What follows belongs to an exercise in optimizing a design on an open flow for small area; a production flow would make more cautious choices.
RTL that was checked went through simulation tests only; none was proved equivalent to the original.
Power figures rest on the tool's default switching activity, not on a simulated workload.

the previous run:
==> flow/design.v <==
module error_correction # (
    parameter puf_sig_length     = 256,
    parameter ipid_N             = 16
)
(
    input                                clk,
    input                                rst_n,
    input        [1:0]                   pcm_instruction,
    input        [puf_sig_length-1:0]    pcm_puf_in,
    input                                pcm_puf_in_valid,
    input        [$clog2(ipid_N)-1:0]    pcm_ipid_number,
    output logic [puf_sig_length-1:0]    pcm_puf_out,
    output logic                         pcm_puf_out_valid,
    output logic                         pcm_S_c  
);
localparam NW = puf_sig_length/16;
localparam NB = 6*NW;
localparam [1:0] IDLE = 2'd0, PROVISION_ID = 2'd1, CORRECT_SIG = 2'd2;
logic [1:0] state_r;
wire correcting = (state_r == CORRECT_SIG);
wire ncorrecting = ~(state_r == CORRECT_SIG);
wire wen = (state_r == PROVISION_ID) && pcm_puf_in_valid;
wire [ipid_N-1:0] dec, nwe;
genvar k, j;
generate
    for (k = 0; k < ipid_N; k++) begin : sel
        assign dec[k] = (pcm_ipid_number == k);
        assign nwe[k] = ~(wen & dec[k]);
    end
endgenerate
wire [NB-1:0] wchk;
wire [NB-1:0] wdata = wchk & {NB{wen}};
logic [NB-1:0] parity_bits [0:ipid_N-1];
wire  [NB-1:0] parity_next [0:ipid_N-1];
generate
    for (k = 0; k < ipid_N; k++) begin : st
        ec_hold #(.W(NB)) u_hold (.q(parity_bits[k]), .w(wdata), .load(dec[k]), .keep(nwe[k]), .d(parity_next[k]));
        always @(posedge clk) parity_bits[k] <= parity_next[k];
    end
endgenerate
wire [NB-1:0] rd_n;
ec_read #(.W(NB)) u_read (
    .v0(parity_bits[0]), .v1(parity_bits[1]), .v2(parity_bits[2]), .v3(parity_bits[3]),
    .v4(parity_bits[4]), .v5(parity_bits[5]), .v6(parity_bits[6]), .v7(parity_bits[7]),
    .v8(parity_bits[8]), .v9(parity_bits[9]), .v10(parity_bits[10]), .v11(parity_bits[11]),
    .v12(parity_bits[12]), .v13(parity_bits[13]), .v14(parity_bits[14]), .v15(parity_bits[15]),
    .dec(dec), .y_n(rd_n));
wire [puf_sig_length-1:0] out_next;
generate
    for (j = 0; j < NW; j++) begin : w
        ec_word u_word (.s(pcm_puf_in[16*j +: 16]), .rd_n(rd_n[6*j +: 6]), .en(correcting), .nen(ncorrecting),
                        .q(pcm_puf_out[16*j +: 16]), .wchk(wchk[6*j +: 6]), .q_next(out_next[16*j +: 16]));
    end
endgenerate
always @(posedge clk, negedge rst_n) begin
    if (~rst_n) begin
        state_r <= IDLE;
        pcm_puf_out_valid <= 0;
        pcm_puf_out <= 0;
        pcm_S_c <= 0;
    end
    else begin
        pcm_puf_out <= out_next;
        case (state_r)
            IDLE : begin
                pcm_S_c <= 0;
                pcm_puf_out_valid <= 0;
                if (pcm_instruction == 2'd1) state_r <= PROVISION_ID;
                else if (pcm_instruction == 2'd2) state_r <= CORRECT_SIG;
            end
            PROVISION_ID : begin
                if (pcm_puf_in_valid) begin
                    pcm_S_c <= 1;
                    if (pcm_instruction == 2'd0) begin
                        state_r <= IDLE;
                        pcm_S_c <= 0;
                    end
                end
            end
            CORRECT_SIG : begin
                pcm_puf_out_valid <= 1;
                if (pcm_instruction == 2'd0) state_r <= IDLE;
            end
            default : ;
        endcase
    end
end
endmodule
module ec_hold #(parameter W = 96) (
    input  [W-1:0] q,
    input  [W-1:0] w,
    input          load,
    input          keep,
    output [W-1:0] d
);
assign d = (q & {W{keep}}) | (w & {W{load}});
endmodule
module ec_read #(parameter W = 96) (
    input  [W-1:0] v0, v1, v2, v3, v4, v5, v6, v7, v8, v9, v10, v11, v12, v13, v14, v15,
    input  [15:0]  dec,    
    output [W-1:0] y_n
);
assign y_n = ~((v0 & {W{dec[0]}}) | (v1 & {W{dec[1]}}) | (v2 & {W{dec[2]}}) | (v3 & {W{dec[3]}}) |
               (v4 & {W{dec[4]}}) | (v5 & {W{dec[5]}}) | (v6 & {W{dec[6]}}) | (v7 & {W{dec[7]}}) |
               (v8 & {W{dec[8]}}) | (v9 & {W{dec[9]}}) | (v10 & {W{dec[10]}}) | (v11 & {W{dec[11]}}) |
               (v12 & {W{dec[12]}}) | (v13 & {W{dec[13]}}) | (v14 & {W{dec[14]}}) | (v15 & {W{dec[15]}}));
endmodule
module ec_word (
    input  [15:0] s,
    input  [5:0]  rd_n,
    input         en,
    input         nen,    
    input  [15:0] q,
    output [5:0]  wchk,
    output [15:0] q_next
);
wire t3 = s[0]^s[1]^s[2]^s[3]^s[9]^s[10]^s[11]^s[12]^s[13]^s[14]^s[15];
wire [5:0] par = {
    s[0]^s[1]^s[2]^s[3]^s[4]^s[5]^s[6]^s[7]^s[8]^s[9]^s[14]^s[15],
    s[3]^s[6]^s[8]^s[9]^s[12]^s[13]^s[15],
    t3,
    s[0]^s[4]^s[5]^s[6]^s[9]^s[10]^s[11]^s[12]^s[14]^s[15],
    s[1]^s[4]^s[7]^s[8]^s[10]^s[13]^s[14]^s[15],
    s[2]^s[5]^s[7]^s[9]^s[11]^s[14]};
assign wchk = par ^ {2'b00, s[4], 3'b000};
localparam [6*16-1:0] COL = {
    6'b111110, 6'b101111, 6'b011010, 6'b011100, 6'b001101, 6'b001110, 6'b111101, 6'b110010,
    6'b100011, 6'b110100, 6'b100101, 6'b100110, 6'b111000, 6'b101001, 6'b101010, 6'b101100};
wire [5:0] syn = ~(par ^ rd_n);
wire [3:0] pa_n, pb_n, pc_n;
genvar i;
generate
    for (i = 0; i < 4; i++) begin : p
        assign pa_n[i] = ~(syn[1:0] == i);
        assign pb_n[i] = ~(syn[3:2] == i);
        assign pc_n[i] = ~(syn[5:4] == i);
    end
    for (i = 0; i < 16; i++) begin : b
        ec_obit u_bit (.s(s[i]), .a_n(pa_n[COL[6*i +: 2]]), .b_n(pb_n[COL[6*i+2 +: 2]]), .c_n(pc_n[COL[6*i+4 +: 2]]),
                       .q(q[i]), .en(en), .nen(nen), .q_next(q_next[i]));
    end
endgenerate
endmodule
module ec_obit (
    input  s,
    input  a_n,
    input  b_n,
    input  c_n,
    input  q,
    input  en,
    input  nen,    
    output q_next
);
wire x = s ^ ~(a_n | b_n | c_n);
assign q_next = (q & nen) | (x & en);
endmodule
export LEC_CHECK = 0
export CAP_MARGIN = 20
export CORE_MARGIN = 2
export CORE_UTILIZATION = 55
export PLACE_DENSITY = 0.65
export SLEW_MARGIN = 20
export SYNTH_HIERARCHICAL = 1
export SYNTH_MINIMUM_KEEP_SIZE = 0
create_clock -name core_clock -period 5.0 [get_ports {clk}]
standard.sh (not shown) runs the stock make flow with config.mk's settings and CLKGATE_MAP_FILE= SYNTH_SCRIPT=/design/flow/synth_recipe.tcl, a recipe that flattens the netlist after the stock synthesis.
==> flow/flow/run.sh <==
#!/bin/bash
# The standard layout (standard.sh), with three changes:
#  - synthesis maps the logic with an area-oriented ABC script (flow/area.abc);
#    everything else in synthesis, and so every register, is as in synth_recipe.tcl
#  - the port buffers use the smallest buffer cell
#  - CTS uses small clock buffers and no dummy loads
# Each tool's output is in flow_make.log here and in orfs/logs/.
set -euo pipefail
here=$(pwd)
{
  echo '# synth_recipe.tcl with the ABC script replaced'
  echo 'proc abc {args} {'
  echo '  set i [lsearch -exact $args -script]'
  echo "  if { \$i >= 0 } { set args [lreplace \$args [expr {\$i + 1}] [expr {\$i + 1}] $here/flow/area.abc] }"
  echo '  yosys abc {*}$args'
  echo '}'
  cat synth_recipe.tcl
} > my_synth.tcl
sed -e "s#SYNTH_SCRIPT=[^ ]*#SYNTH_SCRIPT=$here/my_synth.tcl#" standard.sh > my_standard.sh
grep -q "SYNTH_SCRIPT=$here/my_synth.tcl" my_standard.sh
export BUFFER_PORTS_ARGS="-buffer_cell sky130_fd_sc_hd__buf_1"
export CTS_ARGS="-sink_clustering_enable -repair_clock_nets -buf_list sky130_fd_sc_hd__clkbuf_4 -sink_clustering_size 9 -sink_clustering_max_diameter 40 -dont_use_dummy_load"
bash my_standard.sh > flow_make.log 2>&1
==> flow/flow/area.abc <==
strash
&get -n
&fraig -x
&put
dc2
strash
&get -n
&dch -f
&nf -R 1000 -p
&put
The previous run: done, clean on timing, DRC and antenna
Input-level comparison between the current run and the previous run:
--- a/flow/design.v
+++ b/flow/design.v
@@ -18,35 +18,35 @@
 localparam [1:0] IDLE = 2'd0, PROVISION_ID = 2'd1, CORRECT_SIG = 2'd2;
 logic [1:0] state_r;
 wire correcting = (state_r == CORRECT_SIG);
 wire ncorrecting = ~(state_r == CORRECT_SIG);
 wire wen = (state_r == PROVISION_ID) && pcm_puf_in_valid;
-wire [ipid_N-1:0] dec, nwe;
+wire [ipid_N-1:0] rsel, we, nwe;
 genvar k, j;
 generate
     for (k = 0; k < ipid_N; k++) begin : sel
-        assign dec[k] = (pcm_ipid_number == k);
-        assign nwe[k] = ~(wen & dec[k]);
+        assign rsel[k] = (pcm_ipid_number == k);
+        assign we[k]   = wen & rsel[k];
+        assign nwe[k]  = ~(wen & rsel[k]);
     end
 endgenerate
 wire [NB-1:0] wchk;
-wire [NB-1:0] wdata = wchk & {NB{wen}};
 logic [NB-1:0] parity_bits [0:ipid_N-1];
 wire  [NB-1:0] parity_next [0:ipid_N-1];
 generate
     for (k = 0; k < ipid_N; k++) begin : st
-        ec_hold #(.W(NB)) u_hold (.q(parity_bits[k]), .w(wdata), .load(dec[k]), .keep(nwe[k]), .d(parity_next[k]));
+        ec_hold #(.W(NB)) u_hold (.q(parity_bits[k]), .w(wchk), .we(we[k]), .nwe(nwe[k]), .d(parity_next[k]));
         always @(posedge clk) parity_bits[k] <= parity_next[k];
     end
 endgenerate
 wire [NB-1:0] rd_n;
 ec_read #(.W(NB)) u_read (
     .v0(parity_bits[0]), .v1(parity_bits[1]), .v2(parity_bits[2]), .v3(parity_bits[3]),
     .v4(parity_bits[4]), .v5(parity_bits[5]), .v6(parity_bits[6]), .v7(parity_bits[7]),
     .v8(parity_bits[8]), .v9(parity_bits[9]), .v10(parity_bits[10]), .v11(parity_bits[11]),
     .v12(parity_bits[12]), .v13(parity_bits[13]), .v14(parity_bits[14]), .v15(parity_bits[15]),
-    .dec(dec), .y_n(rd_n));
+    .sel(pcm_ipid_number), .y_n(rd_n));
 wire [puf_sig_length-1:0] out_next;
 generate
     for (j = 0; j < NW; j++) begin : w
         ec_word u_word (.s(pcm_puf_in[16*j +: 16]), .rd_n(rd_n[6*j +: 6]), .en(correcting), .nen(ncorrecting),
                         .q(pcm_puf_out[16*j +: 16]), .wchk(wchk[6*j +: 6]), .q_next(out_next[16*j +: 16]));
@@ -87,21 +87,28 @@
 end
 endmodule
 module ec_hold #(parameter W = 96) (
     input  [W-1:0] q,
     input  [W-1:0] w,
-    input          load,
-    input          keep,
+    input          we,
+    input          nwe,
     output [W-1:0] d
 );
-assign d = (q & {W{keep}}) | (w & {W{load}});
+assign d = (q & {W{nwe}}) | (w & {W{we}});
 endmodule
 module ec_read #(parameter W = 96) (
     input  [W-1:0] v0, v1, v2, v3, v4, v5, v6, v7, v8, v9, v10, v11, v12, v13, v14, v15,
-    input  [15:0]  dec,    
+    input  [3:0]   sel,
     output [W-1:0] y_n
 );
+wire [15:0] dec;
+genvar k;
+generate
+    for (k = 0; k < 16; k++) begin : d
+        assign dec[k] = (sel == k);
+    end
+endgenerate
 assign y_n = ~((v0 & {W{dec[0]}}) | (v1 & {W{dec[1]}}) | (v2 & {W{dec[2]}}) | (v3 & {W{dec[3]}}) |
                (v4 & {W{dec[4]}}) | (v5 & {W{dec[5]}}) | (v6 & {W{dec[6]}}) | (v7 & {W{dec[7]}}) |
                (v8 & {W{dec[8]}}) | (v9 & {W{dec[9]}}) | (v10 & {W{dec[10]}}) | (v11 & {W{dec[11]}}) |
                (v12 & {W{dec[12]}}) | (v13 & {W{dec[13]}}) | (v14 & {W{dec[14]}}) | (v15 & {W{dec[15]}}));
 endmodule
Notes after the runs:
Per the final summary, the current run finished and its layout is clean on timing, DRC and antenna.
The previous run has completed all stages; timing, DRC and antenna checks passed.
Fmax was lower in the current run than in the previous run.
Worst setup slack for the current run is lower than for the previous run.
STATUS post-synthesis instance area: the current run wins against the previous run
Cell area (higher): the previous run
The previous run -> the current run: fraction of area in clock buffers and inverters flat
Going from the previous run to the current run, routability congestion estimate from global placement fell 1.3%; maximum clock insertion buffer count about even.
Against the previous run, the current run reports a first-iteration DRC count that is higher.
For the previous run, the worst setup path startpoint was pcm_ipid_number[3], unlike the current run, where it was state_r[1].
The previous run vs the current run, cell at the slowest stage of the critical path: a211oi_1 vs inv_6
Delta (the current run minus the previous run): number of clock buffers in the layout grew by about 2.5%, sequential cell area in the final layout held steady.
Function not checked in the previous run: the RTL went through the layout flow alone.


error_correction, a different RTL version from the one above (not shown whole).
Size in the first run: roughly 1800 flip-flops, ~70000 µm² of cells after synthesis.
## error_correction
module error_correction # (
    parameter puf_sig_length     = 256,
    parameter ipid_N             = 16
)
(
    input                                clk,
    input                                rst_n,
    input        [1:0]                   pcm_instruction,
    input        [puf_sig_length-1:0]    pcm_puf_in,
    input                                pcm_puf_in_valid,
    input        [$clog2(ipid_N)-1:0]    pcm_ipid_number,
    output logic [puf_sig_length-1:0]    pcm_puf_out,
    output logic                         pcm_puf_out_valid,
    output logic                         pcm_S_c  
);
==> module ec_dec, before the edit <==
module ec_dec (
    input  [5:0]  syn_n,    
    input  [15:0] s,
    input  [15:0] q,
    input         en,
    input         nen,    
    output [15:0] q_next
);
localparam [6*16-1:0] COL = {
    6'b111110, 6'b101111, 6'b011010, 6'b011100, 6'b001101, 6'b001110, 6'b111101, 6'b110010,
    6'b100011, 6'b110100, 6'b100101, 6'b100110, 6'b111000, 6'b101001, 6'b101010, 6'b101100};
wire [5:0] syn = ~syn_n;
wire [3:0] pa_n, pb_n, pc_n;
genvar i;
generate
    for (i = 0; i < 4; i++) begin : p
        assign pa_n[i] = ~(syn[1:0] == i);
        assign pb_n[i] = ~(syn[3:2] == i);
        assign pc_n[i] = ~(syn[5:4] == i);
    end
    for (i = 0; i < 16; i++) begin : b
        ec_obit u_bit (.s(s[i]), .a_n(pa_n[COL[6*i +: 2]]), .b_n(pb_n[COL[6*i+2 +: 2]]), .c_n(pc_n[COL[6*i+4 +: 2]]),
                       .q(q[i]), .en(en), .nen(nen), .q_next(q_next[i]));
    end
endgenerate
endmodule
==> module ec_obit, before the edit <==
module ec_obit (
    input  s,
    input  a_n,
    input  b_n,
    input  c_n,
    input  q,
    input  en,
    input  nen,    
    output q_next
);
wire x = s ^ ~(a_n | b_n | c_n);
assign q_next = (q & nen) | (x & en);
endmodule
clock: 5.0 ns
lec_check: 0
cap_margin: 20
core_margin: 2
core_utilization: 65
place_density: 0.9
slew_margin: 20
synth_hierarchical: 1
synth_minimum_keep_size: 0
==> flow/flow/run.sh <==
#!/bin/bash
# The standard layout (standard.sh), with three changes:
#  - synthesis maps the logic with an area-oriented ABC script (flow/area.abc);
#    everything else in synthesis, and so every register, is as in synth_recipe.tcl
#  - the port buffers use the smallest buffer cell
#  - CTS uses small clock buffers and no dummy loads
#  - no setup repair at floorplan (the netlist has no buffers to remove)
# Each tool's output is in flow_make.log here and in orfs/logs/.
set -euo pipefail
here=$(pwd)
{
  echo '# synth_recipe.tcl with the ABC script replaced'
  echo 'proc abc {args} {'
  echo '  set i [lsearch -exact $args -script]'
  echo "  if { \$i >= 0 } { set args [lreplace \$args [expr {\$i + 1}] [expr {\$i + 1}] $here/flow/area.abc] }"
  echo '  yosys abc {*}$args'
  echo '}'
  cat synth_recipe.tcl
} > my_synth.tcl
sed -e "s#SYNTH_SCRIPT=[^ ]*#SYNTH_SCRIPT=$here/my_synth.tcl#" standard.sh > my_standard.sh
grep -q "SYNTH_SCRIPT=$here/my_synth.tcl" my_standard.sh
export BUFFER_PORTS_ARGS="-buffer_cell sky130_fd_sc_hd__buf_1"
export CTS_ARGS="-sink_clustering_enable -repair_clock_nets -buf_list sky130_fd_sc_hd__clkbuf_4 -sink_clustering_size 9 -sink_clustering_max_diameter 40 -dont_use_dummy_load"
export REMOVE_ABC_BUFFERS=1
bash my_standard.sh > flow_make.log 2>&1
Scripts as last shown in full above: flow/flow/area.abc
Change:
--- a/flow/design.v
+++ b/flow/design.v
@@ -178,5 +178,5 @@
         assign pa_n[i] = ~(syn[1:0] == i);
         assign pb_n[i] = ~(syn[3:2] == i);
-        assign pc_n[i] = ~(syn[5:4] == i);
+        assign pc_n[i] = ~((syn[5:4] == i) & en);
     end
     for (i = 0; i < 16; i++) begin : b
@@ -196,6 +196,6 @@
     output q_next
 );
-wire x = s ^ ~(a_n | b_n | c_n);
-assign q_next = (q & nen) | (x & en);
+wire m = (q & nen) | (s & en);
+assign q_next = m ^ ~(a_n | b_n | c_n);
 endmodule
 module ec_xor (
=> Wire length fell slightly. Register-to-register slack is better by 0.61 ns. Worst setup slack is better by 0.53 ns. Total power rose slightly. Clock skew fell by 0.015 ns. Non-clock buffer count fell by 9. Sequential share of layout area rose by 0.29 points. Hold slack is worse by 0.012 ns. Flip-flop and latch count stays the same. Synthesized area fell slightly. Final area fell slightly. Cell count fell by a few percent.

what the ideal ports hide:
The results above use ideal ports. As a check the final layouts listed here were re-extracted and re-timed, cells and wires unchanged. Step 1, drivers: a clkbuf_16 drives clk and a buf_2 each remaining input, both assumed. Step 2 moves the port delays by t, midway between the first and last clock arrival at a register: inputs arrive t later, outputs are due t later. That takes back most of the time a late clock gives input paths. Slacks: ideal / step 1 / step 2; pairs: ideal / step 1.
| run | shift t [ns] | slack for setup (ns) | hold slack, ns | clock arrival spread, ns |
|---|---|---|---|---|
| the previous run | 1.346 | 1.481 / 1.477 / 0.131 | 0.099 / 0.036 / 0.474 | 0.107 / 0.106 |
| the current run | 1.339 | 0.904 / 0.904 / 0.157 | 0.112 / 0.051 / 0.475 | 0.129 / 0.130 |
| the first run of note 2 | 1.248 | 0.759 / 0.759 / 0.142 | 0.133 / 0.076 / 0.472 | 0.159 / 0.159 |
| the second run of note 2 | 1.264 | 1.284 / 1.322 / 0.058 | 0.122 / 0.063 / 0.492 | 0.160 / 0.160 |
After both steps every run listed still meets setup and hold. The setup slack of the previous run, which loses most, moves by -0.004 ns with the drivers and by -1.350 ns with both steps.
